What follows belongs to an exercise in optimizing a design on an open flow for small area and a short achievable clock period; a production flow would make more cautious choices.
Only simulation tests tie the RTL to the original design; equivalence was not proved.
Power figures rest on the tool's default switching activity, not on a simulated workload.

==> design/flow/constraint.sdc <==
create_clock -name core_clock -period 6.0 [get_ports {clk}]
set_input_delay 1.2000 -clock core_clock [delete_from_list [all_inputs] [get_ports {clk}]]
set_output_delay 1.2000 -clock core_clock [all_outputs]
set_load 0.01 [all_outputs]
==> design/flow/design.v <==
`timescale 1ns / 1ns
module alu8_top(
    input            clk,
    input      [7:0] regA,
    input      [7:0] regB,
    input      [4:0] opcode,
    input      [7:0] flagsIn,
    output reg [7:0] res,
    output reg [7:0] flagsOut
);
    reg [7:0] regA_q, regB_q, flagsIn_q;
    reg [4:0] opcode_q;
    wire [7:0] res_d, flagsOut_d;
    alu8 u_alu(
        .regA(regA_q),
        .regB(regB_q),
        .opcode(opcode_q),
        .flagsIn(flagsIn_q),
        .res(res_d),
        .flagsOut(flagsOut_d)
    );
    always @(posedge clk) begin
        regA_q    <= regA;
        regB_q    <= regB;
        opcode_q  <= opcode;
        flagsIn_q <= flagsIn;
        res       <= res_d;
        flagsOut  <= flagsOut_d;
    end
endmodule

`timescale 1ns / 1ns
module alu8(
    input [7:0] regA, regB,
    input [4:0] opcode,
    input [7:0] flagsIn,
    output [7:0] res,
    output [7:0] flagsOut
);
    wire [7:0] A = regA;
    wire [7:0] B = regB;
    wire [4:0] op = opcode;
    wire cin = flagsIn[4];
    wire hin = flagsIn[5];
    wire nin = flagsIn[6];
    wire hi0 = ~op[4] & ~op[3];                         
    wire opAdd   = hi0 & ~op[2] & ~op[1];               
    wire opSub   = hi0 & ~op[2] & op[1];                
    wire opCP    = hi0 & op[2] & ~op[1] & ~op[0];       
    wire opAND   = hi0 & op[2] & ~op[1] & op[0];        
    wire opOR    = hi0 & op[2] & op[1] & ~op[0];        
    wire opXOR   = hi0 & op[2] & op[1] & op[0];         
    wire opRot   = ~op[4] & op[3];                      
    wire hi2 = op[4] & ~op[3];                          
    wire opSLA  = hi2 & (op[2:0] == 3'd0);
    wire opSRx  = hi2 & ~op[2] & (op[1] ^ op[0]);       
    wire opSWAP = hi2 & (op[2:0] == 3'd3);
    wire opBIT  = hi2 & (op[2:0] == 3'd4);
    wire opRES  = hi2 & (op[2:0] == 3'd5);
    wire opSET  = hi2 & (op[2:0] == 3'd6);
    wire opCCF  = hi2 & (op[2:0] == 3'd7);
    wire hi3 = op[4] & op[3];                           
    wire opSCF = hi3 & (op[2:0] == 3'd0);
    wire opDAA = hi3 & (op[2:0] == 3'd1);
    wire opCPL = hi3 & (op[2:0] == 3'd2);
    wire opArith = opAdd | opSub | opCP;
    wire sub     = opSub | opCP;
    wire opLeft  = (opRot & ~op[0]) | opSLA;
    wire opRight = (opRot & op[0]) | opSRx;
    wire daaLo = (~nin & A[3] & (A[2] | A[1])) | hin;
    wire [7:0] dOff = {1'b0, cin, cin, 1'b0, 1'b0, daaLo, daaLo, 1'b0} ^ {8{nin}};
    wire [7:0] bsel = 8'b1 << B[2:0];
    wire yB  = opAdd | opAND | opOR | opXOR;            
    wire yNB = sub;                                     
    wire [7:0] Y = ({8{yB}} & B) | ({8{yNB}} & ~B) | {8{opCPL}}
                 | ({8{opDAA}} & dOff) | ({8{opSET}} & bsel) | ({8{opRES}} & ~bsel);
    wire c0 = (opAdd & op[0] & cin) | (opSub & ~(op[0] & cin)) | opCP | (opDAA & nin);
    wire [7:0] g = A & Y;
    wire [7:0] t = A | Y;
    wire [7:0] p = A ^ Y;
    wire g0 = g[0] | (t[0] & c0);
    wire G10 = g[1] | (t[1] & g0);
    wire G32 = g[3] | (t[3] & g[2]), P32 = t[3] & t[2];
    wire G54 = g[5] | (t[5] & g[4]), P54 = t[5] & t[4];
    wire G76 = g[7] | (t[7] & g[6]), P76 = t[7] & t[6];
    wire G20 = g[2] | (t[2] & G10);
    wire G30 = G32 | (P32 & G10);
    wire G64 = g[6] | (t[6] & G54), P64 = t[6] & P54;
    wire G74 = G76 | (P76 & G54), P74 = P76 & P54;
    wire G40 = g[4] | (t[4] & G30);
    wire G50 = G54 | (P54 & G30);
    wire G60 = G64 | (P64 & G30);
    wire G70 = G74 | (P74 & G30);
    wire [8:0] c = {G70, G60, G50, G40, G30, G20, G10, g0, c0};
    wire [7:0] sum = p ^ c[7:0];
    wire sumZ = &(~(p ^ {t[6:0], c0}));
    wire lbit = ~op[4] & (op[2] ? A[7] : cin);
    wire rbit = op[4] ? (~op[1] & A[7]) : (op[2] ? A[0] : cin);
    wire sumEn = opAdd | opSub | opDAA;
    wire [7:0] other =
          ({8{opAND | opRES}} & g)
        | ({8{opOR | opSET}} & t)
        | ({8{opXOR | opCPL}} & p)
        | ({8{opLeft}} & {A[6:0], lbit})
        | ({8{opRight}} & {rbit, A[7:1]})
        | ({8{opSWAP}} & {A[3:0], A[7:4]});
    assign res = ({8{sumEn}} & sum) | other;
    wire bitZ = ~A[B[2:0]];
    wire otherZEn = opAND | opOR | opXOR | (opRot & ~op[1]) | opSLA | opSRx | opSWAP;
    wire fZ = (opArith & sumZ) | (otherZEn & ~|other) | ((opBIT | opDAA) & bitZ);
    wire fN = sub | opCPL | (opDAA & nin);
    wire fH = (opArith & (c[4] ^ sub)) | opAND | opCPL;
    wire fC = (opArith & (c[8] ^ sub)) | (opLeft & A[7]) | (opRight & A[0]) | (opCCF & ~cin) | opSCF | (opDAA & nin);
    assign flagsOut = {fZ, fN, fH, fC, 4'b0};
endmodule
==> design/flow/flow/abc.script <==
strash
dch
map -B 0.9
topo
stime -c
buffer -c
upsize -c
dnsize -c
==> design/flow/standard.sh <==
#!/bin/bash
# synth_recipe.tcl (not shown) runs the flow's synth.tcl, then flattens the netlist and writes it again
# the make line also repeats each setting of config.mk as NAME=value (left out here)
make -C /OpenROAD-flow-scripts/flow DESIGN_CONFIG=/design/flow/config.mk WORK_HOME=/design/flow/orfs CLKGATE_MAP_FILE= SYNTH_SCRIPT=/design/flow/synth_recipe.tcl "${@:-finish}"
==> design/flow/flow/run.sh <==
#!/bin/bash
# Own layout flow: the standard ORFS flow (standard.sh), with
#  - adder-cell extraction (ADDER_MAP_FILE) off, so ABC maps all logic,
#  - ABC run with flow/abc.script instead of ORFS's abc_speed/abc_area,
#  - port buffers of a chosen cell, and CTS without dummy loads.
# Each tool's output goes to its own log under orfs/logs; make's output
# goes to flow_make.log.
set -o pipefail
HERE=$(pwd)
source "$HERE/flow/settings.sh"
# ORFS synth.tcl with only the ABC script changed
sed "s#log_cmd abc {\*}\$abc_args#log_cmd abc -script $HERE/flow/abc.script {*}[lrange \$abc_args 2 end]#" \
    "$FLOW_HOME/scripts/synth.tcl" > "$HERE/synth_mod.tcl"
grep -q "flow/abc.script" "$HERE/synth_mod.tcl" || { echo "synth.tcl patch failed"; exit 1; }
# The standard flow's synthesis script, sourcing the patched synth.tcl
sed "s#\$::env(SCRIPTS_DIR)/synth.tcl#$HERE/synth_mod.tcl#" synth_recipe.tcl > "$HERE/my_synth.tcl"
grep -q "synth_mod.tcl" "$HERE/my_synth.tcl" || { echo "synth_recipe.tcl patch failed"; exit 1; }
bash standard.sh SYNTH_SCRIPT="$HERE/my_synth.tcl" ADDER_MAP_FILE= \
    "BUFFER_PORTS_ARGS=$BUFFER_PORTS_ARGS" "CTS_ARGS=$CTS_ARGS" $EXTRA finish > flow_make.log 2>&1
==> design/flow/flow/settings.sh <==
BUFFER_PORTS_ARGS="-buffer_cell sky130_fd_sc_hd__buf_1"
CTS_ARGS="-sink_clustering_enable -repair_clock_nets -dont_use_dummy_load"
EXTRA=""
==> design/flow/config.mk <==
export PLATFORM = sky130hd
export DESIGN_NAME = alu8_top
export DESIGN_NICKNAME = alu8_top
export VERILOG_FILES = /design/flow/design.v
export SDC_FILE = /design/flow/constraint.sdc
export NUM_CORES = 4
export LEC_CHECK = 0
export CAP_MARGIN = 20
export CORE_MARGIN = 2
export CORE_UTILIZATION = 40
export SETUP_SLACK_MARGIN = 3.3
export SLEW_MARGIN = 20
==> impl_metrics.py, run 1 <==
metrics = {
    "run_status": {
        "status": "no timing/DRC/antenna violations",
    },
    "layout": {
        "antennaDiodeCount": 0,
        "nets": 471,
        "fillers": 633,
        "layout-drive-gt1-share_pct": 10.5,
        "area_delta_synth_final_pct": 9.99,
    },
    "drt": {
        "route.detailed.drc": 0,
        "routed_wl_mm": 6.85,
        "detail_route.wl_per_cell_um": 13.3,
        "drt_iter0_drc": 234,
        "ant_nets": 0,
        "vias": 2708,
        "detail_route.first_pass.iterations": 5,
        "vias_per_cell": 5.27,
    },
    "clocking": {
        "cts_root_buffer": "clkbuf_8",
        "cts_tree": "built",
        "post_cts_buffers": 0,
        "clk-insertion-delay-late_ns": 0.28,
        "clock_sinks": 36,
        "cts_made_buffers": 5,
        "clk_pin_slew_ns": 0.07,
        "cts-htree-levels": 2,
        "cts_resized": 0,
        "cts_hold_buffers": 0,
        "cts_buffer_depth": 2,
    },
    "setup_path": {
        "r2r_cells": 16,
        "cp_common_cell": "nand2_1",
        "slowest_stage": "dfxtp_1",
        "cp.required_ns": 6.17,
        "cpPeakStageDelay_ns": 0.42,
        "crit_type": "reg2reg",
        "path_cells": "nor2_4 > nand3_2 > nand2_4 > inv_2 > nor2_1 > nor2_1 > nand2_2 > nand2_2 > nand3_1 > nand3_2 > nand2_2 > nand2_1 > nand2_1 > nand2_1 > nand3_1 > nand2_1",
        "r2r_slack_ns": 3.73,
        "worstPathArrival_ns": 2.44,
        "cp_max_fo": 9,
        "startpoint": "opcode_q[4]$_DFF_P_",
        "r2r_end": "res[7]$_DFF_P_",
        "start_kind": "register",
        "endpoint_kind": "register",
        "r2r-start": "opcode_q[4]$_DFF_P_",
    },
    "sta": {
        "grt_setup_unrepaired": "false",
        "fin_tns_setup_ns": 0,
        "max_freq_mhz": 441,
        "relSlewSlack_pct": 59.2,
        "worst_slew_pin_slew_ns": 0.612,
        "clock_skew_ns": 0.00162,
        "fin_crit_ns": 2.27,
        "slew_viol_final": 0,
        "hold_viol_final": 0,
        "final-setup-viol-count": 0,
        "fin_ws_ns": 3.73,
        "hold_ws_ns": 0.613,
        "fin_crit_sh_pct": 37.8,
    },
    "floorplanning": {
        "start_util_pct": 41.6,
        "die_area_um2": 6850,
        "core_area_um2": 5960,
        "die_x_um": 82.7,
        "ios": 46,
        "rows": 28,
        "die_y_um": 82.7,
    },
    "yosys": {
        "synth_area_leaders": "dfxtp_1 (29%), nand2_1 (17%), nand3_1 (9.9%)",
        "yosysTopAreaCell": "dfxtp_1",
        "netlist_instances": 403,
        "netlist_area_um2": 2480,
        "ys_warn_count": 1,
        "synth.ff_latch_count": 36,
        "avgSynthCellArea_um2": 6.15,
        "ys_seq_area_share_pct": 29.1,
        "synth_top_area_share_pct": 29.1,
        "synthDistinctLibCells": 32,
    },
    "min_path": {
        "min_to": "flagsOut[4]$_DFF_P_",
        "min_from": "regA_q[7]$_DFF_P_",
        "whs_path_depth": 2,
        "hold_class": "reg2reg",
    },
    "power": {
        "ir_drop_mv": 0.0977,
        "power_density_nw_per_um2": 213,
        "totalPowerFinal_mw": 0.581,
        "leakage_nw": 1.34,
    },
    "global_routing": {
        "grt_pass1_wl_mm": 11.1,
        "overflow": 0,
        "antenna_found_initial": 0,
        "grt_pass1_vias": 2287,
        "grtUsageTotal_pct": 21.5,
        "grt_max_degree": 11,
    },
    "placed_design": {
        "place_congestion": 0.940,
        "io_buffers": 36,
        "dp_hpwl_mm": 5.40,
        "pre_cts_ws_ns": 3.79,
    },
    "job": {
        "maxCapViolations": 0,
    },
}
==> layout make-up <==
| class | count | area, um2 | share of cell area, % |
|---|---|---|---|
| Clock buffer | 5 | 68.8 | 2.52 |
| Tap cell | 75 | 93.8 | 3.44 |
| Timing Repair Buffer | 36 | 135 | 4.95 |
| Inverter | 48 | 180 | 6.61 |
| Multi-Input combinational cell | 314 | 1530 | 56.1 |
| Sequential cell | 36 | 721 | 26.4 |
==> metrics by stage <==
stage / instances / instance area (um2) / utilization [%]
2_1_floorplan: 406 / 2490 / -
3_3_place_gp: 509 / 2660 / 44.6
3_5_place_dp: 509 / 2660 / 44.6
4_1_cts: 514 / 2730 / 45.8
5_1_grt: 514 / 2730 / 45.8
6_report: 514 / 2730 / 45.8
==> worst max-delay path, delay by kind of cell, from the launching register on <==
kind	cells	cell delay, ns
AND/OR/NAND/NOR	15	1.62
flip-flops	1	0.42
buffers and inverters	1	0.11
==> how the worst max path moves through the flow <==
stage,to,cells past startpoint
6_report,res[7]$_DFF_P_,16
5_1_grt,res[6]$_DFF_P_,13
4_1_cts,flagsOut[4]$_DFF_P_,13
3_5_place_dp,res[2]$_DFF_P_,13
3_3_place_gp,res[7]$_DFF_P_,13
2_1_floorplan,res[2]$_DFF_P_,14
==> flip-flops by register name, summed over array words and instances (netlist names) <==
| signal | cells |
|---|---|
| res | 8 |
| opcode_q | 5 |
| flagsOut | 4 |
| regB_q | 8 |
| flagsIn_q | 3 |
| regA_q | 8 |
==> synth_stat cells (all sizes together) <==
master  instances
a21oi          19
nor2           50
o311ai          1
or2             3
inv            48
a31oi           1
nor3            4
clkbuf          1
xor2            3
buf             7
a31o            1
nand3          59
o21ai          29
conb            1
nand2         121
o22ai          10
dfxtp          36
nand4           3
o211ai          1
mux2i           1
nand3b          4
==> kinds of logic (layout without fill, tap and decap cells) <==
| kind of cell | Yosys count | after routing | synth area share, % |
|---|---|---|---|
| flops | 36 | 36 | 29.1 |
| simple gates | 244 | 244 | 46.0 |
| buf+inv | 56 | 89 | 9.74 |
| xor+xnor | 3 | 3 | 1.06 |
| compound gates | 62 | 62 | 13.6 |
| mux | 1 | 1 | 0.404 |
| other cells | 1 | 4 | 0.151 |
==> report_power, final <==
part	switching, mW	internal (mW)
Combinational	0.103	0.0508
Clock	0.0793	0.0748
Sequential	0.0144	0.258
Total	0.197	0.384
==> placed cells by master (no fill, tap or decap), drive strengths merged, types with 5 or more instances in the layout <==
master / netlist / layout
o22ai: 10 / 10
nand3: 59 / 59
buf: 7 / 36
o21ai: 29 / 29
dfxtp: 36 / 36
nor2: 50 / 50
a21oi: 19 / 19
inv: 48 / 48
nand2: 121 / 121
clkbuf: 1 / 5
==> layer usage <==
metal  up-vias  wire length, um  part of all wire, %  global-route usage [%]
li1       1383                -                    -                       -
met4         0              153                  2.2                    7.05
met1      1165             2970                   43                    28.4
met2       144             3110                   45                    35.1
met3        16              616                  9.0                    4.24
met5         -                0                    0                       0
==> inputs of run 2 (changes only) <==
==> design/flow/flow/abc.script (replaced) <==
strash
dch
map -B 0.9
topo
--- a/design/flow/config.mk
+++ b/design/flow/config.mk
@@ -8,5 +8,5 @@
 export CAP_MARGIN = 20
 export CORE_MARGIN = 2
 export CORE_UTILIZATION = 40
-export SETUP_SLACK_MARGIN = 3.3
+export SETUP_SLACK_MARGIN = 3.6
 export SLEW_MARGIN = 20
==> impl_metrics.py, run 2 <==
metrics = {
    "run_status": {
        "status": "no timing/DRC/antenna violations",
    },
    "setup_path": {
        "path_cells": "clkinvlp_4 > nand2_4 > nand3b_1 > nand2_2 > nor2_2 > nand2_1 > nand2_2 > clkinv_1 > a21oi_2 > a21oi_1 > or2_2 > nand3_1 > nand3_1",
        "cp_max_fo": 8,
        "cpPeakStageDelay_ns": 0.42,
        "start_kind": "register",
        "worstPathArrival_ns": 2.42,
        "crit_type": "reg2reg",
        "slowest_stage": "dfxtp_4",
        "cp.required_ns": 6.17,
        "endpoint_kind": "register",
        "r2r_cells": 13,
    },
    "global_routing": {
        "grt_max_degree": 13,
        "grt_pass1_wl_mm": 11.3,
        "grtUsageTotal_pct": 23.0,
        "overflow": 0,
        "grt_pass1_vias": 2366,
        "antenna_found_initial": 0,
    },
    "clocking": {
        "cts_made_buffers": 5,
        "cts-htree-levels": 2,
        "cts_buffer_depth": 2,
        "clock_sinks": 36,
        "cts_tree": "built",
        "cts_root_buffer": "clkbuf_8",
        "clk_pin_slew_ns": 0.07,
        "cts_hold_buffers": 0,
        "clk-insertion-delay-late_ns": 0.29,
    },
    "sta": {
        "grt_setup_unrepaired": "true",
        "relSlewSlack_pct": 57.4,
        "fin_ws_ns": 3.75,
        "hold_viol_final": 0,
        "fin_crit_sh_pct": 37.5,
        "hold_ws_ns": 0.626,
        "fin_tns_setup_ns": 0,
        "final-setup-viol-count": 0,
        "worst_slew_pin_slew_ns": 0.639,
        "slew_viol_final": 0,
        "fin_crit_ns": 2.25,
        "max_freq_mhz": 444,
        "clock_skew_ns": 0.0149,
    },
    "yosys": {
        "ys_warn_count": 1,
        "synth_common_cells": "nand2_1 (121), nand3_1 (59), nor2_1 (50), clkinv_1 (48), dfxtp_1 (36)",
        "ys_seq_area_share_pct": 30.9,
        "netlist_instances": 399,
        "yosysTopAreaCell": "dfxtp_1",
        "avgSynthCellArea_um2": 5.84,
        "synth.ff_latch_count": 36,
        "synth.most_common_cell": "nand2_1",
        "synth_area_leaders": "dfxtp_1 (31%), nand2_1 (19%), nand3_1 (13%)",
        "postSynth.asyncResetShare_pct": 0,
        "synth_ff_type": "dfxtp_1",
        "synth-edff-count": 0,
        "netlist_area_um2": 2330,
        "synth_top_area_share_pct": 30.9,
        "synthDistinctLibCells": 20,
    },
    "drt": {
        "vias_per_cell": 5.26,
        "detail_route.first_pass.iterations": 5,
        "vias": 2742,
        "ant_nets": 0,
        "drt_iter0_drc": 204,
        "route.detailed.drc": 0,
        "routed_wl_mm": 7.05,
        "detail_route.wl_per_cell_um": 13.5,
    },
    "placed_design": {
        "placed_area_um2": 2540,
        "place_congestion": 0.965,
        "dp.cells": 506,
        "dp_hpwl_mm": 5.33,
        "io_buffers": 36,
        "pre_cts_ws_ns": 3.09,
    },
    "power": {
        "leakage_nw": 1.26,
        "totalPowerFinal_mw": 0.587,
        "ir_drop_mv": 0.0913,
        "power_density_nw_per_um2": 205,
    },
    "min_path": {
        "whs_path_depth": 2,
        "hold_class": "reg2reg",
    },
    "layout": {
        "area_delta_synth_final_pct": 22.8,
        "final_common_cell": "nand2_1",
        "nets": 481,
        "finish.utilization_pct": 51.3,
        "fin_cells": 521,
        "antennaDiodeCount": 0,
        "layout_common_cells": "nand2_1 (112), nand3_1 (49), clkinv_1 (41)",
        "layout-drive-gt1-share_pct": 14.5,
        "post-route-cell-area_um2": 2860,
        "largest_registers": "regA_q (8), regB_q (8), res (8)",
    },
    "floorplanning": {
        "ios": 46,
        "die_area_um2": 6450,
        "die_x_um": 80.3,
        "die_y_um": 80.3,
        "start_util_pct": 41.8,
        "rows": 27,
        "core_area_um2": 5570,
    },
    "job": {
        "maxCapViolations": 0,
    },
}
==> run 2: power breakdown <==
part | leakage [nW] | internal (mW) | switching, mW
clock network | 0.0359 | 0.0747 | 0.0780
logic | 0.920 | 0.0545 | 0.106
registers | 0.303 | 0.258 | 0.0156
total | 1.26 | 0.387 | 0.200
==> run 2: cell type report <==
class | count | area, um2
Clock buffer | 5 | 68.8
Timing Repair Buffer | 45 | 203
Sequential cell | 36 | 736
Inverter | 48 | 190
Fill cell | 580 | 2710
Multi-Input combinational cell | 315 | 1570
Tap cell | 72 | 90.1
==> run 2: logic make-up after synthesis <==
family                 Yosys count  share of synthesized area [%]
AND/OR/NAND/NOR                244                           44.0
AO/OA/AOI/OAI                   62                           14.3
buffers and inverters           52                           9.02
multiplexers                     1                          0.430
flip-flops                      36                           30.9
XOR/XNOR                         3                           1.13
other                            1                          0.161
==> run 2: what timing repair did <==
action                                 in CTS  in global routing
buffers inserted                            0                  9
setup endpoints to repair                  10                  9
endpoints found under the hold margin       0                  0
resized for setup                          30                 31
gates cloned                                0                  1
pin swaps                                   0                  6
==> run 2: worst paths after layout <==
check / from / endpoint / slack [ns]
worst max-delay path: opcode_q[1]$_DFF_P_ / res[2]$_DFF_P_ / 3.75
worst min-delay path: regA_q[7]$_DFF_P_ / flagsOut[4]$_DFF_P_ / 0.63
worst max register to register: opcode_q[1]$_DFF_P_ / res[2]$_DFF_P_ / 3.75
worst min register to register: regA_q[7]$_DFF_P_ / flagsOut[4]$_DFF_P_ / 0.63
==> run 2: metal layers <==
layer / GRT usage (%) / up-vias / wire (um)
met3: 4.27 / 17 / 517
met4: 6.95 / 0 / 153
met1: 29.7 / 1184 / 3100
met5: 0 / - / 0
li1: - / 1411 / -
met2: 38.6 / 130 / 3280
==> run 2: worst max-delay path, delay by kind of cell (launching register included) <==
kind	cells	cell delay, ns
AOI/OAI and AO/OA	2	0.26
buffers and inverters	2	0.22
DFF	1	0.42
and+or+nand+nor	9	1.21
==> inputs of run 3 (changes only) <==
==> design/flow/flow/abc.script (replaced) <==
strash
dch
map -B 0.9
topo
stime -c
buffer -c
upsize -c
dnsize -c
--- a/design/flow/config.mk
+++ b/design/flow/config.mk
@@ -7,6 +7,7 @@
 export LEC_CHECK = 0
 export CAP_MARGIN = 20
 export CORE_MARGIN = 2
-export CORE_UTILIZATION = 40
+export CORE_UTILIZATION = 65
+export PLACE_DENSITY = 0.75
 export SETUP_SLACK_MARGIN = 3.6
 export SLEW_MARGIN = 20
==> impl_metrics.py, run 3 <==
metrics = {
    "yosys": {
        "synth_top_area_share_pct": 29.1,
        "ys_seq_area_share_pct": 29.1,
        "synth_ff_type": "dfxtp_1",
        "netlist_instances": 403,
        "synth.most_common_cell": "nand2_1",
        "yosysTopAreaCell": "dfxtp_1",
        "synth_common_cells": "nand2_1 (111), nand3_1 (49), nor2_1 (43), dfxtp_1 (36), inv_1 (36)",
        "synth.ff_latch_count": 36,
        "synthDistinctLibCells": 32,
        "ys_warn_count": 1,
        "synth-edff-count": 0,
        "synth_area_leaders": "dfxtp_1 (29%), nand2_1 (17%), nand3_1 (9.9%)",
        "avgSynthCellArea_um2": 6.15,
        "netlist_area_um2": 2480,
        "postSynth.asyncResetShare_pct": 0,
    },
    "clocking": {
        "clk_pin_slew_ns": 0.07,
        "cts-htree-levels": 2,
        "cts_tree": "built",
        "cts_buffer_depth": 2,
        "clk-insertion-delay-late_ns": 0.29,
        "cts_hold_buffers": 0,
        "cts_made_buffers": 5,
        "cts_root_buffer": "clkbuf_8",
        "clock_sinks": 36,
    },
    "global_routing": {
        "grt_pass1_wl_mm": 11.3,
        "grt_max_degree": 13,
        "grt_pass1_vias": 2529,
        "grtUsageTotal_pct": 34.3,
        "antenna_found_initial": 0,
        "overflow": 0,
    },
    "floorplanning": {
        "die_area_um2": 4330,
        "start_util_pct": 67.7,
        "die_x_um": 65.8,
        "ios": 46,
        "core_area_um2": 3660,
        "die_y_um": 65.8,
        "rows": 22,
    },
    "layout": {
        "final_common_cell": "nand2_1",
        "finish.utilization_pct": 74.1,
        "area_delta_synth_final_pct": 9.38,
        "antennaDiodeCount": 0,
        "largest_registers": "regA_q (8), regB_q (8), res (8)",
        "nets": 472,
        "fillers": 317,
        "layout_common_cells": "nand2_1 (111), nand3_1 (49), nor2_1 (43)",
        "layout-drive-gt1-share_pct": 11.8,
        "layout.area.seq_um2": 727,
        "multi_input_area_um2": 1530,
    },
    "min_path": {
        "whs_path_depth": 2,
        "hold_class": "reg2reg",
        "min_from": "regA_q[7]$_DFF_P_",
        "min_to": "flagsOut[4]$_DFF_P_",
    },
    "placed_design": {
        "pre_cts_ws_ns": 3.73,
        "dp_hpwl_mm": 5.44,
        "place_congestion": 1.00,
        "io_buffers": 36,
    },
    "setup_path": {
        "crit_type": "reg2reg",
        "r2r_end": "flagsOut[7]$_DFF_P_",
        "slowest_stage": "dfxtp_1",
        "path_delay_family": "simple AND/OR/NAND/NOR gates",
        "path_cells": "inv_1 > nand2_1 > nor2_1 > inv_1 > nand2_1 > nand2_1 > a21oi_1 > nand2_1 > nand2_1 > inv_2 > nor2_2 > nand2_1 > nand3_1 > nor2_1 > nand3_1 > nand3_1",
        "endpoint_kind": "register",
        "start_kind": "register",
        "path_buf_inv": 3,
        "r2r-start": "regB_q[0]$_DFF_P_",
        "cp_max_fo": 6,
        "r2r_cells": 16,
        "worstPathArrival_ns": 2.34,
        "cpPeakStageDelay_ns": 0.37,
        "cp_common_cell": "nand2_1",
        "r2r_slack_ns": 3.83,
        "cp.required_ns": 6.17,
    },
    "sta": {
        "fin_crit_ns": 2.17,
        "grt_setup_unrepaired": "false",
        "worst_slew_pin_slew_ns": 0.590,
        "fin_tns_setup_ns": 0,
        "fin_crit_sh_pct": 36.1,
        "clock_skew_ns": 0.0123,
        "max_freq_mhz": 461,
        "relSlewSlack_pct": 60.7,
        "hold_viol_final": 0,
        "final-setup-viol-count": 0,
        "fin_ws_ns": 3.83,
        "slew_viol_final": 0,
    },
    "drt": {
        "drt_iter0_drc": 293,
        "vias": 2806,
        "ant_nets": 0,
        "detail_route.wl_per_cell_um": 14.0,
        "detail_route.first_pass.iterations": 6,
        "vias_per_cell": 5.75,
        "routed_wl_mm": 6.82,
        "route.detailed.drc": 0,
    },
    "power": {
        "ir_drop_mv": 0.188,
        "power_density_nw_per_um2": 214,
        "leakage_nw": 1.34,
    },
    "run_status": {
        "status": "no timing/DRC/antenna violations",
    },
    "job": {
        "maxCapViolations": 0,
    },
}
==> run 3: cell types whose count changed in the layout (fill, tap and decap cells not counted), moves of 3 or more <==
cell | previous run | this run
dfxtp_4 | 3 | 0
clkinv_1 | 41 | 0
inv_1 | 0 | 36
inv_2 | 3 | 12
o21ai_1 | 2 | 14
nor2_2 | 7 | 4
nor2_1 | 40 | 43
o21ai_0 | 25 | 15
buf_4 | 9 | 1
==> run 3: area by class of cell <==
| type | count | area share (%) |
|---|---|---|
| Inverter | 48 | 6.64 |
| Tap cell | 48 | 2.21 |
| Clock buffer | 5 | 2.54 |
| Sequential cell | 36 | 26.8 |
| Timing Repair Buffer | 37 | 5.26 |
| Multi-Input combinational cell | 314 | 56.5 |
==> run 3: per-layer routing <==
| metal | up-vias | part of all wire, % | global-route usage (%) |
|---|---|---|---|
| li1 | 1387 | - | - |
| met1 | 1210 | 41 | 44.6 |
| met2 | 180 | 45 | 54.7 |
| met3 | 29 | 11 | 6.85 |
| met4 | 0 | 3.3 | 15.1 |
| met5 | - | 0 | 0 |
==> run 3: worst reg2reg max path, stage by stage (launching register included) <==
cell     delay, ns
dfxtp_1       0.37
inv_1         0.13
nand2_1       0.15
nor2_1        0.19
inv_1         0.07
nand2_1       0.07
nand2_1       0.05
a21oi_1       0.20
nand2_1       0.09
nand2_1       0.16
inv_2         0.07
nor2_2        0.16
nand2_1       0.08
nand3_1       0.07
nor2_1        0.06
nand3_1       0.08
nand3_1       0.07
==> run 3: report_power, final <==
part           total (mW)  leakage, nW  switching [mW]  internal (mW)
registers           0.274        0.302          0.0149          0.259
logic               0.156         1.00           0.105         0.0510
clock network       0.152       0.0359          0.0770         0.0747
==> run 3: kinds of logic (layout without fill, tap and decap cells) <==
logic type	after synthesis	in the layout	share of synthesized area [%]
AO/OA/AOI/OAI	62	62	13.6
XOR/XNOR	3	3	1.06
buffers and inverters	56	90	9.74
flip-flops	36	36	29.1
multiplexers	1	1	0.404
other	1	4	0.151
AND/OR/NAND/NOR	244	244	46.0
==> run 3: how the worst max path moves through the flow <==
| stage | startpoint | end | slack [ns] | depth (start not counted) |
|---|---|---|---|---|
| after floorplan | opcode_q[1]$_DFF_P_ | res[2]$_DFF_P_ | 4.19 | 14 |
| after global placement | opcode_q[1]$_DFF_P_ | flagsOut[7]$_DFF_P_ | 3.77 | 13 |
| after detailed placement | opcode_q[1]$_DFF_P_ | res[2]$_DFF_P_ | 3.73 | 13 |
| after CTS | opcode_q[1]$_DFF_P_ | res[2]$_DFF_P_ | 3.71 | 13 |
| after global routing | opcode_q[2]$_DFF_P_ | flagsOut[7]$_DFF_P_ | 3.60 | 14 |
| final | regB_q[0]$_DFF_P_ | flagsOut[7]$_DFF_P_ | 3.83 | 16 |
==> run 3: repair_timing <==
action / CTS / global route
setup buffers: 0 / 1
endpoints found under the setup margin: 0 / 9
gates resized for setup: 0 / 6
==> run 3: through the flow <==
step	hold WS [ns]	total power, mW	std cells	instance area [um2]
floorplan	0.501	0.392	406	2490
global placement	0.545	0.425	482	2630
detailed placement	0.558	0.430	482	2630
CTS	0.577	0.578	487	2690
global route	0.661	0.614	488	2710
finish	0.586	0.581	488	2710
==> inputs of run 4 (changes only) <==
==> design/flow/flow/abc.script (replaced) <==
strash
balance; rewrite; refactor; balance; rewrite; rewrite -z; balance; refactor -z; rewrite -z; balance
balance; rewrite; refactor; balance; rewrite; rewrite -z; balance; refactor -z; rewrite -z; balance
dch
map -B 0.9
topo
stime -c
buffer -c
upsize -c
dnsize -c
--- a/design/flow/config.mk
+++ b/design/flow/config.mk
@@ -7,7 +7,6 @@
 export LEC_CHECK = 0
 export CAP_MARGIN = 20
 export CORE_MARGIN = 2
-export CORE_UTILIZATION = 65
-export PLACE_DENSITY = 0.75
+export CORE_UTILIZATION = 40
 export SETUP_SLACK_MARGIN = 3.6
 export SLEW_MARGIN = 20
==> impl_metrics.py, run 4 <==
metrics = {
    "run_status": {
        "status": "no timing/DRC/antenna violations",
    },
    "sta": {
        "fin_ws_ns": 3.80,
        "clock_skew_ns": 0.0180,
        "fin_crit_sh_pct": 36.6,
        "max_freq_mhz": 455,
        "fin_crit_ns": 2.20,
        "slew_viol_final": 0,
        "relSlewSlack_pct": 62.3,
        "worst_slew_pin_slew_ns": 0.562,
        "final-setup-viol-count": 0,
        "hold_viol_final": 0,
        "hold_ws_ns": 0.705,
        "fin_tns_setup_ns": 0,
        "grt_setup_unrepaired": "false",
    },
    "power": {
        "seqPwrFrac_pct": 46.5,
        "leakage_nw": 1.41,
        "pwr-share-clk_pct": 26.5,
        "power_density_nw_per_um2": 212,
        "p_int_mw": 0.386,
        "p_comb_share_pct": 27.0,
        "switching_share_pct": 34.5,
        "ir_drop_mv": 0.102,
        "p_sw_mw": 0.203,
    },
    "floorplanning": {
        "die_area_um2": 6960,
        "die_y_um": 83.5,
        "start_util_pct": 41.9,
        "die_x_um": 83.5,
        "core_area_um2": 6030,
        "rows": 28,
        "ios": 46,
    },
    "clocking": {
        "cts_root_buffer": "clkbuf_8",
        "cts_buffer_depth": 2,
        "cts_made_buffers": 5,
        "clk-insertion-delay-late_ns": 0.29,
        "clock_sinks": 36,
        "cts_tree": "built",
        "clk_pin_slew_ns": 0.07,
        "cts_hold_buffers": 0,
        "cts-htree-levels": 2,
    },
    "layout": {
        "largest_registers": "regA_q (8), regB_q (8), res (8)",
        "post-route-cell-area_um2": 2790,
        "antennaDiodeCount": 0,
        "fillers": 649,
        "area_delta_synth_final_pct": 10.3,
        "nets": 469,
        "layout_common_cells": "nand2_1 (114), inv_1 (42), nand3_1 (41)",
        "final_common_cell": "nand2_1",
        "layout-drive-gt1-share_pct": 14.6,
    },
    "yosys": {
        "synth.ff_latch_count": 36,
        "synth_top_area_share_pct": 28.5,
        "synth_ff_type": "dfxtp_1",
        "avgSynthCellArea_um2": 6.31,
        "synth_area_leaders": "dfxtp_1 (29%), nand2_1 (17%), nand3_1 (8.1%)",
        "netlist_instances": 400,
        "synth-edff-count": 0,
        "synth.most_common_cell": "nand2_1",
        "ys_seq_area_share_pct": 28.5,
        "ys_warn_count": 1,
        "postSynth.asyncResetShare_pct": 0,
        "synthDistinctLibCells": 34,
        "yosysTopAreaCell": "dfxtp_1",
        "synth_common_cells": "nand2_1 (114), inv_1 (42), nand3_1 (41), dfxtp_1 (36), nor2_1 (31)",
        "netlist_area_um2": 2520,
    },
    "setup_path": {
        "cp_max_fo": 7,
        "worstPathArrival_ns": 2.35,
        "crit_type": "reg2reg",
        "cp.required_ns": 6.16,
        "start_kind": "register",
        "endpoint_kind": "register",
        "r2r_slack_ns": 3.80,
        "path_cells": "nor2_4 > nand3_1 > nand2_2 > o21ai_1 > nand4_1 > nand2_1 > inv_1 > nand3_2 > nand2_2 > nand2_2 > nand2_1 > nand3_1 > nand3_1",
        "cpPeakStageDelay_ns": 0.48,
        "slowest_stage": "dfxtp_1",
    },
    "placed_design": {
        "dp_hpwl_mm": 5.75,
        "placed_area_um2": 2700,
        "pre_cts_ws_ns": 3.69,
        "place_congestion": 0.964,
        "io_buffers": 36,
    },
    "drt": {
        "route.detailed.drc": 0,
        "detail_route.wl_per_cell_um": 14.0,
        "drt_iter0_drc": 285,
        "vias": 2751,
        "detail_route.first_pass.iterations": 5,
        "vias_per_cell": 5.37,
        "routed_wl_mm": 7.14,
        "ant_nets": 0,
    },
    "global_routing": {
        "grt_max_degree": 12,
        "overflow": 0,
        "grt_pass1_vias": 2455,
        "grt_pass1_wl_mm": 11.8,
        "grtUsageTotal_pct": 21.1,
        "antenna_found_initial": 0,
    },
    "job": {
        "maxCapViolations": 0,
    },
    "min_path": {
        "hold_class": "reg2reg",
    },
}
run 4: cell types whose count changed in the layout (fill, tap and decap cells not counted), moves of 6 or more:
| cell | change |
|---|---|
| o22ai_1 | -6 |
| nor2_1 | -12 |
| inv_1 | +6 |
| o21ai_1 | -6 |
| nand3_1 | -8 |
run 4: area by class of cell:
cell class | count | area [um2] | share of cell area [%]
well taps | 75 | 93.8 | 3.37
inverters | 52 | 195 | 7.01
repair buffers | 37 | 143 | 5.12
clock buffers | 5 | 68.8 | 2.47
multi-input cells | 307 | 1560 | 56.0
flip-flops and latches | 36 | 726 | 26.1
run 4: repair_timing:
| item | CTS | global route |
|---|---|---|
| setup endpoints to repair | 0 | 6 |
| hold endpoints to repair | 0 | 0 |
| buffers inserted | 0 | 1 |
| gates resized for setup | 0 | 4 |
run 4: metal layers:
metal  part of all wire [%]  global-route usage (%)  up-vias
li1                       -                       -     1382
met4                    3.9                    9.53        0
met2                     43                    32.6      123
met5                      0                       0        -
met1                     45                    28.8     1224
met3                    8.1                    3.46       22
run 4: final timing paths:
kind                  startpoint             endpoint  cells past startpoint
max          opcode_q[3]$_DFF_P_  flagsOut[4]$_DFF_P_                     13
max reg2reg  opcode_q[3]$_DFF_P_  flagsOut[4]$_DFF_P_                     13
min reg2reg    regA_q[7]$_DFF_P_  flagsOut[4]$_DFF_P_                      2
min            regA_q[7]$_DFF_P_  flagsOut[4]$_DFF_P_                      2
run 4: critical path, delay by kind of cell (launching register included):
family          cells  cell delay (ns)
buf+inv             1             0.05
compound gates      1             0.25
flops               1             0.48
simple gates       11             1.30
run 4: cell families after synthesis:
| logic type | Yosys count | share of synthesized area [%] |
|---|---|---|
| other | 1 | 0.149 |
| XOR/XNOR | 2 | 0.694 |
| AO/OA/AOI/OAI | 68 | 16.1 |
| buffers and inverters | 60 | 10.2 |
| AND/OR/NAND/NOR | 233 | 44.4 |
| flip-flops | 36 | 28.5 |
run 4: power by group through the flow:
stage               clock, mW  sequential, mW  combinational, mW
detailed placement          0           0.279              0.156
CTS                     0.164           0.274              0.156
global placement            0           0.279              0.155
finish                  0.156           0.274              0.159
floorplan                   0           0.279              0.116
global route            0.175           0.277              0.179
run 4: through the flow:
step	total power [mW]	utilization (%)	cells
final	0.590	46.2	512
after global routing	0.630	46.2	512
after CTS	0.594	46.0	511
after detailed placement	0.435	44.9	506
after global placement	0.433	44.9	506
after floorplan	0.395	-	403
==> inputs of run 5 (changes only) <==
==> design/flow/flow/abc.script (replaced) <==
strash
dch
map -B 0.9
topo
stime -c
buffer -c
upsize -c
dnsize -c
==> impl_metrics.py, run 5 <==
metrics = {
    "yosys": {
        "synth-simple-area-share_pct": 46.0,
        "synth_mux_area_share_pct": 0.404,
        "postSynth.asyncResetShare_pct": 0,
        "synth_fa_ha_area_share_pct": 0,
        "synth.most_common_cell": "nand2_1",
        "synth-edff-count": 0,
        "avgSynthCellArea_um2": 6.15,
        "synthDistinctLibCells": 32,
        "synth_common_cells": "nand2_1 (111), nand3_1 (49), nor2_1 (43), dfxtp_1 (36), inv_1 (36)",
        "synth_xor_area_share_pct": 1.06,
        "synth_top_family_by_area": "simple AND/OR/NAND/NOR gates",
        "ys_warn_count": 1,
        "synth_ff_type": "dfxtp_1",
        "netlist_instances": 403,
        "synth.ff_latch_count": 36,
        "synth_top_area_share_pct": 29.1,
        "synth_compound_gate_area_share_pct": 13.6,
        "netlist_area_um2": 2480,
        "yosysTopAreaCell": "dfxtp_1",
        "ys_seq_area_share_pct": 29.1,
        "synth_area_leaders": "dfxtp_1 (29%), nand2_1 (17%), nand3_1 (9.9%)",
    },
    "floorplanning": {
        "core_area_um2": 5960,
        "die_y_um": 82.7,
        "die_area_um2": 6850,
        "start_util_pct": 41.6,
        "ios": 46,
        "die_x_um": 82.7,
        "rows": 28,
    },
    "clocking": {
        "clk_pin_slew_ns": 0.07,
        "clk-insertion-delay-late_ns": 0.28,
        "cts-htree-levels": 2,
        "cts_made_buffers": 5,
        "cts_buffer_depth": 2,
        "cts_hold_buffers": 0,
        "clock_sinks": 36,
        "cts_root_buffer": "clkbuf_8",
        "cts_tree": "built",
    },
    "setup_path": {
        "startpoint": "opcode_q[3]$_DFF_P_",
        "cp_max_fo": 6,
        "r2r-start": "opcode_q[3]$_DFF_P_",
        "cp.required_ns": 6.18,
        "start_kind": "register",
        "endpoint_kind": "register",
        "r2r_cells": 16,
        "worstPathArrival_ns": 2.35,
        "r2r_slack_ns": 3.83,
        "crit_type": "reg2reg",
        "r2r_end": "res[7]$_DFF_P_",
    },
    "layout": {
        "fin_cells": 515,
        "final_common_cell": "nand2_1",
        "largest_registers": "regA_q (8), regB_q (8), res (8)",
        "layout_common_cells": "nand2_1 (111), nand3_1 (49), nor2_1 (43)",
        "fillers": 632,
        "antennaDiodeCount": 0,
        "finish.utilization_pct": 46.1,
        "area_delta_synth_final_pct": 10.6,
        "nets": 472,
        "layout-drive-gt1-share_pct": 11.8,
    },
    "power": {
        "leakage_nw": 1.34,
        "totalPowerFinal_mw": 0.583,
        "ir_drop_mv": 0.0981,
        "power_density_nw_per_um2": 212,
    },
    "drt": {
        "route.detailed.drc": 0,
        "vias_per_cell": 5.25,
        "routed_wl_mm": 6.86,
        "detail_route.wl_per_cell_um": 13.3,
        "ant_nets": 0,
        "vias": 2703,
        "drt_iter0_drc": 178,
        "detail_route.first_pass.iterations": 5,
    },
    "min_path": {
        "whs_path_depth": 2,
        "hold_class": "reg2reg",
        "min_from": "regA_q[7]$_DFF_P_",
        "min_to": "flagsOut[4]$_DFF_P_",
    },
    "global_routing": {
        "grt_pass1_vias": 2287,
        "grt_pass1_wl_mm": 11.1,
        "antenna_found_initial": 0,
        "grt_max_degree": 11,
        "overflow": 0,
        "grtUsageTotal_pct": 21.5,
    },
    "sta": {
        "clock_skew_ns": 0.00312,
        "grt_setup_unrepaired": "false",
        "hold_viol_final": 0,
        "max_freq_mhz": 460,
        "fin_crit_sh_pct": 36.2,
        "fin_crit_ns": 2.17,
        "worst_slew_pin_slew_ns": 0.583,
        "hold_ws_ns": 0.606,
        "final-setup-viol-count": 0,
        "slew_viol_final": 0,
        "relSlewSlack_pct": 61.1,
        "fin_tns_setup_ns": 0,
    },
    "placed_design": {
        "place_congestion": 0.940,
        "dp.cells": 509,
        "io_buffers": 36,
        "dp_hpwl_mm": 5.40,
    },
    "job": {
        "maxCapViolations": 0,
    },
    "run_status": {
        "status": "no timing/DRC/antenna violations",
    },
}
## run 5: cell count changes in the layout (fill, tap and decap cells not counted), sizes merged, moves of 3 or more
cell   change
nand4      -3
nand3      +5
nor3       +3
nand2      -7
or2        +3
inv        -4
o22ai      +6
nor2      +10
## run 5: power by group
group          switching, mW  internal (mW)  leakage, nW
clock network         0.0801         0.0748       0.0359
registers             0.0147          0.259        0.302
logic                  0.103         0.0514         1.01
total                  0.198          0.385         1.34
## run 5: metrics by stage
stage / area, um2 / setup WS [ns]
floorplan: 2490 / 4.19
detailed placement: 2660 / 3.79
global placement: 2660 / 3.76
finish: 2740 / 3.83
CTS: 2730 / 3.77
global route: 2740 / 3.61
## run 5: routing by layer
metal / part of all wire [%] / track usage, % / vias to the layer above
met5: 0 / 0 / -
met4: 1.9 / 7.05 / 0
met2: 46 / 35.1 / 122
li1: - / - / 1383
met3: 8.2 / 4.24 / 14
met1: 44 / 28.4 / 1184
## run 5: cell families (layout without fill, tap and decap cells)
| group | Yosys count | count (layout) |
|---|---|---|
| flops | 36 | 36 |
| xor+xnor | 3 | 3 |
| other cells | 1 | 4 |
| mux | 1 | 1 |
| buf+inv | 56 | 90 |
| simple gates | 244 | 244 |
| compound gates | 62 | 62 |
## run 5: how the worst max path moves through the flow
stage | end | slack (ns) | depth (start not counted)
after floorplan | res[2]$_DFF_P_ | 4.19 | 14
after global placement | res[7]$_DFF_P_ | 3.76 | 13
after detailed placement | res[2]$_DFF_P_ | 3.79 | 13
after CTS | flagsOut[4]$_DFF_P_ | 3.77 | 13
after global routing | flagsOut[7]$_DFF_P_ | 3.61 | 16
final | res[7]$_DFF_P_ | 3.83 | 16
## run 5: area by class of cell
| type | instances | area (um2) | share of cell area [%] |
|---|---|---|---|
| tap | 75 | 93.8 | 3.42 |
| multi-input combinational | 314 | 1530 | 55.9 |
| sequential | 36 | 726 | 26.4 |
| timing repair buffer | 37 | 143 | 5.20 |
| clock buffer | 5 | 68.8 | 2.51 |
| inverter | 48 | 180 | 6.57 |
## run 5: timing repair
item,CTS,global route
gates resized for setup,0,5
setup buffers,0,1
endpoints found under the setup margin,0,7
## run 5: worst max-delay path, stage by stage (launching register included)
cell,delay (ns)
dfxtp_1,0.47
nor2_4,0.09
buf_4,0.15
nand3_2,0.10
nand2_2,0.10
nand2_1,0.07
nand3_1,0.10
nor2_1,0.24
nand2_2,0.13
nand2_1,0.10
inv_2,0.04
nand3_2,0.09
nand2_2,0.10
nand2_1,0.09
nand3_1,0.06
nand3_1,0.08
nand2_1,0.05
==> inputs of run 6 (changes only) <==
==> design/flow/flow/abc.script (replaced) <==
strash
dch -f
map -B 0.9
topo
stime -c
buffer -c
upsize -c
dnsize -c
==> impl_metrics.py, run 6 <==
metrics = {
    "global_routing": {
        "grt_pass1_vias": 2323,
        "grtUsageTotal_pct": 21.5,
        "grt_max_degree": 13,
        "overflow": 0,
        "antenna_found_initial": 0,
        "grt_pass1_wl_mm": 10.9,
    },
    "placed_design": {
        "io_buffers": 36,
        "dp.cells": 508,
        "place_congestion": 0.922,
        "dp_hpwl_mm": 5.31,
    },
    "yosys": {
        "synth_area_leaders": "dfxtp_1 (30%), nand2_1 (19%), nand3_1 (11%)",
        "ys_warn_count": 1,
        "synth_common_cells": "nand2_1 (123), nand3_1 (53), nor2_1 (42), dfxtp_1 (36), inv_1 (32)",
        "synth.ff_latch_count": 36,
        "synth.most_common_cell": "nand2_1",
        "synth_top_area_share_pct": 29.6,
        "yosysTopAreaCell": "dfxtp_1",
        "avgSynthCellArea_um2": 6.07,
        "postSynth.asyncResetShare_pct": 0,
        "netlist_area_um2": 2430,
        "netlist_instances": 401,
        "synth_ff_type": "dfxtp_1",
        "synthDistinctLibCells": 31,
        "synth-edff-count": 0,
        "ys_seq_area_share_pct": 29.6,
    },
    "clocking": {
        "clock_sinks": 36,
        "cts_tree": "built",
        "clk-insertion-delay-late_ns": 0.29,
        "cts-htree-levels": 2,
        "cts_buffer_depth": 2,
        "cts_root_buffer": "clkbuf_8",
        "cts_made_buffers": 5,
        "clk_pin_slew_ns": 0.07,
    },
    "layout": {
        "layout_common_cells": "nand2_1 (122), nand3_1 (50), nor2_1 (40)",
        "largest_registers": "regA_q (8), regB_q (8), res (8)",
        "fin_cells": 514,
        "fillers": 660,
        "area_delta_synth_final_pct": 13.8,
        "final_common_cell": "nand2_1",
        "antennaDiodeCount": 0,
        "nets": 471,
        "layout-drive-gt1-share_pct": 12.1,
        "finish.utilization_pct": 47.1,
    },
    "power": {
        "pwr-share-clk_pct": 26.4,
        "p_comb_share_pct": 26.7,
        "p_int_mw": 0.384,
        "switching_share_pct": 33.9,
        "power_density_nw_per_um2": 209,
        "ir_drop_mv": 0.111,
        "p_sw_mw": 0.197,
        "leakage_nw": 1.34,
        "seqPwrFrac_pct": 46.9,
    },
    "drt": {
        "drt_iter0_drc": 251,
        "detail_route.first_pass.iterations": 5,
        "detail_route.wl_per_cell_um": 13.1,
        "route.detailed.drc": 0,
        "vias_per_cell": 5.28,
        "routed_wl_mm": 6.76,
        "vias": 2715,
        "ant_nets": 0,
    },
    "floorplanning": {
        "die_x_um": 82.0,
        "start_util_pct": 41.4,
        "core_area_um2": 5890,
        "die_area_um2": 6730,
        "die_y_um": 82.0,
        "rows": 28,
        "ios": 46,
    },
    "run_status": {
        "status": "no timing/DRC/antenna violations",
    },
    "setup_path": {
        "path_cells": "nor2_4 > nand3_2 > nand2_4 > inv_2 > nor2_1 > nor2_1 > nand2_2 > nand2_2 > nand3_1 > nand3_1 > nand2_2 > nand2_1 > nand2_1 > nand2_1 > nand3_1 > nand2_1",
        "cpPeakStageDelay_ns": 0.36,
        "slowest_stage": "dfxtp_2",
        "cp.required_ns": 6.17,
        "crit_type": "reg2reg",
        "start_kind": "register",
        "worstPathArrival_ns": 2.41,
        "path_buf_inv": 1,
        "cp_common_cell": "nand2_1",
        "cp_max_fo": 9,
        "path_delay_family": "simple AND/OR/NAND/NOR gates",
        "endpoint_kind": "register",
    },
    "sta": {
        "fin_crit_sh_pct": 37.3,
        "final-setup-viol-count": 0,
        "fin_tns_setup_ns": 0,
        "hold_viol_final": 0,
        "worst_slew_pin_slew_ns": 0.601,
        "relSlewSlack_pct": 59.6,
        "fin_crit_ns": 2.24,
        "max_freq_mhz": 447,
        "grt_setup_unrepaired": "false",
        "clock_skew_ns": 0.0134,
        "hold_ws_ns": 0.601,
        "slew_viol_final": 0,
    },
    "min_path": {
        "hold_class": "reg2reg",
    },
    "job": {
        "maxCapViolations": 0,
    },
}
-- run 6: changes by cell type after synthesis, sizes merged, moves of 2 or more --
cell / change
inv: -7
nand3b: -3
o21bai: +2
a21oi: -4
or2: -3
nor3: -2
nand2: +10
-- run 6: worst paths after layout --
check	from	to	slack (ns)	depth (start not counted)
max	opcode_q[3]$_DFF_P_	flagsOut[4]$_DFF_P_	3.76	16
min reg2reg	opcode_q[2]$_DFF_P_	flagsOut[5]$_DFF_P_	0.60	2
min	opcode_q[2]$_DFF_P_	flagsOut[5]$_DFF_P_	0.60	2
max reg2reg	opcode_q[3]$_DFF_P_	flagsOut[4]$_DFF_P_	3.76	16
-- run 6: layer usage --
layer / part of all wire [%] / global-route usage, % / vias up / wire length [um]
met4: 2.1 / 7.83 / 0 / 145
met5: 0 / 0 / - / 0
li1: - / - / 1392 / -
met3: 6.2 / 4.73 / 10 / 416
met1: 47 / 28.7 / 1200 / 3180
met2: 45 / 34.0 / 113 / 3010
-- run 6: cells by family after synthesis --
| logic type | share of synthesized area, % |
|---|---|
| AND/OR/NAND/NOR | 45.7 |
| AO/OA/AOI/OAI | 14.3 |
| buffers and inverters | 8.38 |
| flip-flops | 29.6 |
| XOR/XNOR | 1.44 |
| multiplexers | 0.411 |
| other | 0.154 |
-- run 6: power groups by stage --
stage,Sequential [mW],Clock (mW),Combinational (mW)
after floorplan,0.278,0,0.110
after global placement,0.277,0,0.148
after detailed placement,0.277,0,0.150
after CTS,0.272,0.160,0.150
after global routing,0.275,0.172,0.176
final,0.272,0.153,0.155
-- run 6: cell type report --
type | count | area (um2) | share of cell area, %
Tap cell | 75 | 93.8 | 3.39
Multi-Input combinational cell | 320 | 1570 | 56.7
Clock buffer | 5 | 68.8 | 2.48
Inverter | 41 | 158 | 5.69
Sequential cell | 36 | 737 | 26.6
Timing Repair Buffer | 37 | 143 | 5.15
-- run 6: repair_timing --
item,in CTS,in global routing
endpoints found under the setup margin,1,9
resized for setup,1,20
pin swaps,0,1
buffers inserted,0,1
hold buffers,0,0
-- run 6: through the flow --
step	setup slack (ns)	power, mW	cell area, um2
CTS	3.65	0.581	2700
global placement	3.60	0.425	2630
global route	3.60	0.623	2770
finish	3.76	0.580	2770
detailed placement	3.62	0.427	2630
floorplan	4.15	0.389	2450
-- run 6: worst reg2reg max path: cells and delay by family, from the launching register on --
family,cells,cell delay [ns]
flops,1,0.36
simple gates,15,1.67
buf+inv,1,0.09
==> inputs of run 7 (changes only) <==
==> design/flow/flow/abc.script (replaced) <==
strash
dch
map -B 0.9
topo
stime -c
buffer -c
upsize -c
dnsize -c
--- a/design/flow/config.mk
+++ b/design/flow/config.mk
@@ -8,5 +8,6 @@
 export CAP_MARGIN = 20
 export CORE_MARGIN = 2
 export CORE_UTILIZATION = 40
+export PLACE_DENSITY = 0.9
 export SETUP_SLACK_MARGIN = 3.6
 export SLEW_MARGIN = 20
==> impl_metrics.py, run 7 <==
metrics = {
    "power": {
        "leakage_nw": 1.34,
        "totalPowerFinal_mw": 0.583,
        "ir_drop_mv": 0.123,
        "power_density_nw_per_um2": 213,
    },
    "drt": {
        "vias": 2749,
        "routed_wl_mm": 6.71,
        "detail_route.wl_per_cell_um": 13.1,
        "detail_route.first_pass.iterations": 5,
        "route.detailed.drc": 0,
        "ant_nets": 0,
        "vias_per_cell": 5.35,
        "drt_iter0_drc": 236,
    },
    "clocking": {
        "clock_sinks": 36,
        "cts_made_buffers": 5,
        "clk-insertion-delay-late_ns": 0.29,
        "cts_tree": "built",
        "cts-htree-levels": 2,
        "cts_buffer_depth": 2,
        "clk_pin_slew_ns": 0.08,
        "cts_root_buffer": "clkbuf_8",
    },
    "yosys": {
        "synth_top_area_share_pct": 29.1,
        "netlist_area_um2": 2480,
        "synth_xor_area_share_pct": 1.06,
        "synth_mux_area_share_pct": 0.404,
        "synthDistinctLibCells": 32,
        "synth_fa_ha_area_share_pct": 0,
        "synth_top_family_by_area": "simple AND/OR/NAND/NOR gates",
        "postSynth.asyncResetShare_pct": 0,
        "synth-simple-area-share_pct": 46.0,
        "synth_area_leaders": "dfxtp_1 (29%), nand2_1 (17%), nand3_1 (9.9%)",
        "synth.ff_latch_count": 36,
        "netlist_instances": 403,
        "synth_common_cells": "nand2_1 (111), nand3_1 (49), nor2_1 (43), dfxtp_1 (36), inv_1 (36)",
        "avgSynthCellArea_um2": 6.15,
        "synth.most_common_cell": "nand2_1",
        "synth-edff-count": 0,
        "ys_seq_area_share_pct": 29.1,
        "synth_compound_gate_area_share_pct": 13.6,
        "ys_warn_count": 1,
        "yosysTopAreaCell": "dfxtp_1",
        "synth_ff_type": "dfxtp_1",
    },
    "min_path": {
        "min_from": "regA_q[7]$_DFF_P_",
        "whs_path_depth": 2,
        "min_to": "flagsOut[4]$_DFF_P_",
        "hold_class": "reg2reg",
    },
    "sta": {
        "fin_crit_ns": 2.20,
        "clock_skew_ns": 0.0174,
        "final-setup-viol-count": 0,
        "fin_tns_setup_ns": 0,
        "grt_setup_unrepaired": "false",
        "relSlewSlack_pct": 53.7,
        "slew_viol_final": 0,
        "hold_ws_ns": 0.623,
        "fin_crit_sh_pct": 36.7,
        "max_freq_mhz": 454,
        "fin_ws_ns": 3.80,
        "hold_viol_final": 0,
        "worst_slew_pin_slew_ns": 0.685,
    },
    "setup_path": {
        "cp.required_ns": 6.22,
        "start_kind": "register",
        "r2r_slack_ns": 3.80,
        "r2r_cells": 13,
        "r2r-start": "opcode_q[1]$_DFF_P_",
        "worstPathArrival_ns": 2.42,
        "cp_max_fo": 8,
        "r2r_end": "flagsOut[7]$_DFF_P_",
        "endpoint_kind": "register",
        "crit_type": "reg2reg",
    },
    "layout": {
        "fin_cells": 514,
        "antennaDiodeCount": 0,
        "post-route-cell-area_um2": 2740,
        "layout-drive-gt1-share_pct": 11.8,
        "final_common_cell": "nand2_1",
        "layout_common_cells": "nand2_1 (111), nand3_1 (49), nor2_1 (43)",
        "finish.utilization_pct": 46.0,
        "largest_registers": "regA_q (8), regB_q (8), res (8)",
        "nets": 471,
        "fillers": 639,
        "area_delta_synth_final_pct": 10.4,
    },
    "placed_design": {
        "dp_hpwl_mm": 5.36,
        "place_congestion": 0.974,
        "placed_area_um2": 2660,
        "dp.cells": 509,
        "pre_cts_ws_ns": 3.77,
        "io_buffers": 36,
    },
    "floorplanning": {
        "die_area_um2": 6850,
        "die_x_um": 82.7,
        "ios": 46,
        "rows": 28,
        "die_y_um": 82.7,
        "start_util_pct": 41.6,
        "core_area_um2": 5960,
    },
    "run_status": {
        "status": "no timing/DRC/antenna violations",
    },
    "job": {
        "maxCapViolations": 0,
    },
    "global_routing": {
        "grt_pass1_wl_mm": 11.1,
        "grtUsageTotal_pct": 21.2,
        "grt_pass1_vias": 2472,
        "grt_max_degree": 13,
        "overflow": 0,
        "antenna_found_initial": 0,
    },
}
-- run 7: repair_timing --
item	CTS	global route
hold buffers	0	0
setup endpoints to repair	0	9
resized for setup	0	6
setup buffers	0	0
-- run 7: how the worst max path moves through the flow --
| stage | endpoint | start | slack [ns] | cells after the start |
|---|---|---|---|---|
| 2_1_floorplan | res[2]$_DFF_P_ | opcode_q[1]$_DFF_P_ | 4.19 | 14 |
| 3_3_place_gp | res[7]$_DFF_P_ | opcode_q[1]$_DFF_P_ | 3.79 | 14 |
| 3_5_place_dp | res[6]$_DFF_P_ | opcode_q[2]$_DFF_P_ | 3.77 | 13 |
| 4_1_cts | res[7]$_DFF_P_ | opcode_q[2]$_DFF_P_ | 3.74 | 13 |
| 5_1_grt | res[7]$_DFF_P_ | opcode_q[4]$_DFF_P_ | 3.62 | 16 |
| 6_report | flagsOut[7]$_DFF_P_ | opcode_q[1]$_DFF_P_ | 3.80 | 13 |
-- run 7: final cells by class --
cell class | count | area (um2) | share of cell area, %
Clock buffer | 5 | 68.8 | 2.51
Multi-Input combinational cell | 314 | 1530 | 56.0
Tap cell | 75 | 93.8 | 3.43
Timing Repair Buffer | 36 | 135 | 4.94
Inverter | 48 | 180 | 6.58
Sequential cell | 36 | 727 | 26.6
-- run 7: routing by layer --
| layer | share of wire (%) | vias up | GRT usage [%] |
|---|---|---|---|
| li1 | - | 1379 | - |
| met1 | 42 | 1224 | 28.5 |
| met2 | 46 | 133 | 34.0 |
| met3 | 9.7 | 13 | 3.15 |
| met4 | 2.3 | 0 | 8.69 |
| met5 | 0 | - | 0 |
-- run 7: where the power goes --
part	switching [mW]	internal [mW]	total [mW]
Sequential	0.0143	0.259	0.273
Combinational	0.104	0.0510	0.155
Clock	0.0797	0.0748	0.154
-- run 7: cells by family after synthesis --
group	Yosys count
and+or+nand+nor	244
AOI/OAI and AO/OA	62
buffers and inverters	56
DFF	36
xor gates and xnor gates	3
muxes	1
other	1
-- run 7: worst max-delay path: stages (launching register included) --
cell and delay, ns:
dfxtp_2 0.43, inv_2 0.08, nand2_2 0.13, nand3b_1 0.24
nand2_2 0.13, nor2_1 0.16, nand3_1 0.17, nand2_1 0.18
nor2_1 0.05, nor2_1 0.21, nand2_1 0.08, nor2_1 0.11
nand3_1 0.08, nand3_1 0.07
==> inputs of run 8 (changes only) <==
==> design/flow/flow/abc.script (replaced) <==
strash
&get -n
&deepsyn -J 200
&put
dch
map -B 0.9
topo
stime -c
buffer -c
upsize -c
dnsize -c
--- a/design/flow/config.mk
+++ b/design/flow/config.mk
@@ -8,6 +8,5 @@
 export CAP_MARGIN = 20
 export CORE_MARGIN = 2
 export CORE_UTILIZATION = 40
-export PLACE_DENSITY = 0.9
 export SETUP_SLACK_MARGIN = 3.6
 export SLEW_MARGIN = 20
==> impl_metrics.py, run 8 <==
metrics = {
    "run_status": {
        "status": "no timing/DRC/antenna violations",
    },
    "sta": {
        "grt_setup_unrepaired": "true",
        "fin_ws_ns": 3.49,
        "fin_crit_sh_pct": 41.9,
        "clock_skew_ns": 0.0108,
        "fin_tns_setup_ns": 0,
        "final-setup-viol-count": 0,
        "worst_slew_pin_slew_ns": 0.714,
        "max_freq_mhz": 398,
        "hold_viol_final": 0,
        "relSlewSlack_pct": 51.9,
        "slew_viol_final": 0,
        "hold_ws_ns": 0.694,
        "fin_crit_ns": 2.51,
    },
    "setup_path": {
        "worstPathArrival_ns": 2.68,
        "path_delay_family": "simple AND/OR/NAND/NOR gates",
        "path_buf_inv": 5,
        "r2r-start": "opcode_q[3]$_DFF_P_",
        "path_cells": "inv_6 > nand2_4 > nor2_4 > nand2_8 > buf_12 > o21ai_0 > inv_1 > nand4_1 > buf_4 > inv_1 > nor2_4 > nand2_2 > nand2_2 > nand2_2 > nand2_2 > nand2_2 > nand2_2 > nand2_2 > nand2_2 > nand2_2 > nand2_1 > nand2_1 > nand2_1 > nand2_1",
        "r2r_cells": 24,
        "r2r_slack_ns": 3.49,
        "cp_common_cell": "nand2_2",
        "crit_type": "reg2reg",
        "r2r_end": "flagsOut[4]$_DFF_P_",
        "endpoint_kind": "register",
        "start_kind": "register",
        "cp_max_fo": 8,
        "slowest_stage": "dfxtp_4",
        "cpPeakStageDelay_ns": 0.38,
        "cp.required_ns": 6.17,
    },
    "drt": {
        "ant_nets": 0,
        "vias_per_cell": 5.34,
        "vias": 2511,
        "detail_route.wl_per_cell_um": 14.2,
        "detail_route.first_pass.iterations": 6,
        "routed_wl_mm": 6.66,
        "route.detailed.drc": 0,
        "drt_iter0_drc": 185,
    },
    "layout": {
        "nets": 430,
        "layout-drive-gt1-share_pct": 30.4,
        "antennaDiodeCount": 0,
        "area_delta_synth_final_pct": 34.1,
        "fillers": 551,
        "largest_registers": "regA_q (8), regB_q (8), res (8)",
        "final_common_cell": "nand2_1",
        "layout_common_cells": "nand2_1 (65), inv_1 (37), buf_1 (36)",
        "fin_cells": 470,
    },
    "yosys": {
        "synth_top_area_share_pct": 32.1,
        "synth_ff_type": "dfxtp_1",
        "avgSynthCellArea_um2": 6.76,
        "ys_seq_area_share_pct": 32.1,
        "yosysTopAreaCell": "dfxtp_1",
        "synth.ff_latch_count": 36,
        "synth-edff-count": 0,
        "postSynth.asyncResetShare_pct": 0,
        "synthDistinctLibCells": 42,
        "netlist_area_um2": 2240,
        "synth.most_common_cell": "nand2_1",
        "netlist_instances": 332,
        "ys_warn_count": 1,
        "synth_area_leaders": "dfxtp_1 (32%), nand2_1 (14%), inv_1 (7.0%)",
        "synth_common_cells": "nand2_1 (83), inv_1 (42), dfxtp_1 (36), nor2_1 (26), o21ai_0 (25)",
    },
    "floorplanning": {
        "ios": 46,
        "die_y_um": 78.9,
        "rows": 27,
        "start_util_pct": 41.0,
        "die_x_um": 78.9,
        "die_area_um2": 6230,
        "core_area_um2": 5470,
    },
    "min_path": {
        "min_to": "flagsOut[5]$_DFF_P_",
        "min_from": "opcode_q[1]$_DFF_P_",
        "whs_path_depth": 3,
        "hold_class": "reg2reg",
    },
    "power": {
        "totalPowerFinal_mw": 0.629,
        "leakage_nw": 1.41,
        "power_density_nw_per_um2": 209,
        "ir_drop_mv": 0.0980,
    },
    "clocking": {
        "cts_tree": "built",
        "clk-insertion-delay-late_ns": 0.29,
        "cts_made_buffers": 5,
        "clk_pin_slew_ns": 0.07,
        "cts-htree-levels": 2,
        "clock_sinks": 36,
        "cts_root_buffer": "clkbuf_8",
        "cts_buffer_depth": 2,
    },
    "placed_design": {
        "io_buffers": 36,
        "pre_cts_ws_ns": 3.24,
        "place_congestion": 0.909,
        "dp_hpwl_mm": 4.64,
        "dp.cells": 434,
    },
    "global_routing": {
        "grt_pass1_wl_mm": 10.4,
        "grt_max_degree": 11,
        "antenna_found_initial": 0,
        "grt_pass1_vias": 2276,
        "grtUsageTotal_pct": 21.3,
        "overflow": 0,
    },
    "job": {
        "maxCapViolations": 0,
    },
}
==> run 8: cell types whose count changed in the layout (fill, tap and decap cells not counted), moves of 6 or more <==
cell | previous run | this run
nand2_4 | 1 | 8
nor2_1 | 43 | 18
o22ai_1 | 10 | 3
o21ai_1 | 13 | 4
nand3_1 | 49 | 14
buf_4 | 0 | 29
inv_2 | 12 | 6
o21ai_0 | 15 | 21
nand2_2 | 9 | 24
dfxtp_4 | 0 | 6
nand2_1 | 111 | 65
nand3_2 | 9 | 3
a21oi_1 | 18 | 12
==> run 8: kinds of logic (layout without fill, tap and decap cells) <==
group / Yosys count / count (layout) / synth area share [%]
AND/OR/NAND/NOR: 170 / 170 / 36.8
AO/OA/AOI/OAI: 68 / 68 / 19.0
XOR/XNOR: 1 / 1 / 0.390
flip-flops: 36 / 36 / 32.1
other: 1 / 4 / 0.167
buffers and inverters: 56 / 119 / 11.6
==> run 8: per-stage QoR <==
stage	cell area, um2	util, %
detailed placement	2400	43.8
global placement	2400	43.8
floorplan	2260	-
global route	3010	55.0
CTS	2810	51.3
finish	3010	55.0
==> run 8: per-layer routing <==
layer,vias up,GRT usage (%),wire length [um]
met5,-,0,0
met4,0,10.3,307
met3,32,4.20,449
met2,112,35.1,3190
met1,1135,26.7,2710
li1,1232,-,-
==> run 8: timing repair <==
item                       CTS  global route
setup endpoints to repair    7             5
gates resized for setup     52            34
pin swaps                   14            18
gates cloned                 0             0
hold buffers                 0             0
setup buffers               23             8
==> run 8: cell type report <==
class                      count  area [um2]  area share [%]
tap                           72        90.1            2.99
clock buffer                   5        68.8            2.29
multi-input combinational    243        1520            50.5
sequential                    36         746            24.8
inverter                      47         191            6.36
timing repair buffer          67         393            13.1
==> run 8: worst max-delay path by stage <==
stage / from / to / cells past startpoint
floorplan: opcode_q[4]$_DFF_P_ / flagsOut[4]$_DFF_P_ / 27
global placement: opcode_q[0]$_DFF_P_ / flagsOut[4]$_DFF_P_ / 23
detailed placement: opcode_q[2]$_DFF_P_ / flagsOut[4]$_DFF_P_ / 25
CTS: opcode_q[3]$_DFF_P_ / flagsOut[4]$_DFF_P_ / 24
global route: opcode_q[0]$_DFF_P_ / flagsOut[4]$_DFF_P_ / 23
finish: opcode_q[3]$_DFF_P_ / flagsOut[4]$_DFF_P_ / 24
==> run 8: power by group <==
| part | switching (mW) | total (mW) | leakage, nW | internal (mW) |
|---|---|---|---|---|
| combinational | 0.119 | 0.198 | 1.07 | 0.0798 |
| clock | 0.0797 | 0.154 | 0.0359 | 0.0748 |
| sequential | 0.0172 | 0.276 | 0.305 | 0.259 |
| total | 0.215 | 0.629 | 1.41 | 0.413 |
==> run 8: tightest hold or removal path, delay by kind of cell (launching register included) <==
kind,cells,cell delay [ns]
flops,1,0.37
simple gates,3,0.29

## separate check: timing with driven ports
In the flow no input, the clock included, has a driving cell. The finished layouts below were timed again as built, in two steps. Step 1: set_driving_cell puts a clkbuf_16 on clk and a buf_2 on each other input, an assumption about the parent block. Step 2 also shifts input and output timing later by t, the mid clock arrival at the registers, as if the neighbouring blocks saw the same clock. Slacks: ideal ports / drivers / drivers and shift; pairs: ideal ports / drivers.
| run | t, ns | setup slack, ns |
|---|---|---|
| run 1 | 0.312 | 3.731 / 3.731 / 3.731 |
| run 2 | 0.318 | 3.750 / 3.750 / 3.750 |
| run 3 | 0.306 | 3.832 / 3.832 / 3.832 |
| run 4 | 0.316 | 3.802 / 3.802 / 3.802 |
| run 5 | 0.315 | 3.825 / 3.825 / 3.825 |
| run 6 | 0.314 | 3.761 / 3.761 / 3.761 |
| run 7 | 0.312 | 3.799 / 3.799 / 3.799 |
| run 8 | 0.314 | 3.489 / 3.489 / 3.489 |
After both steps setup and hold are still met in every run listed.
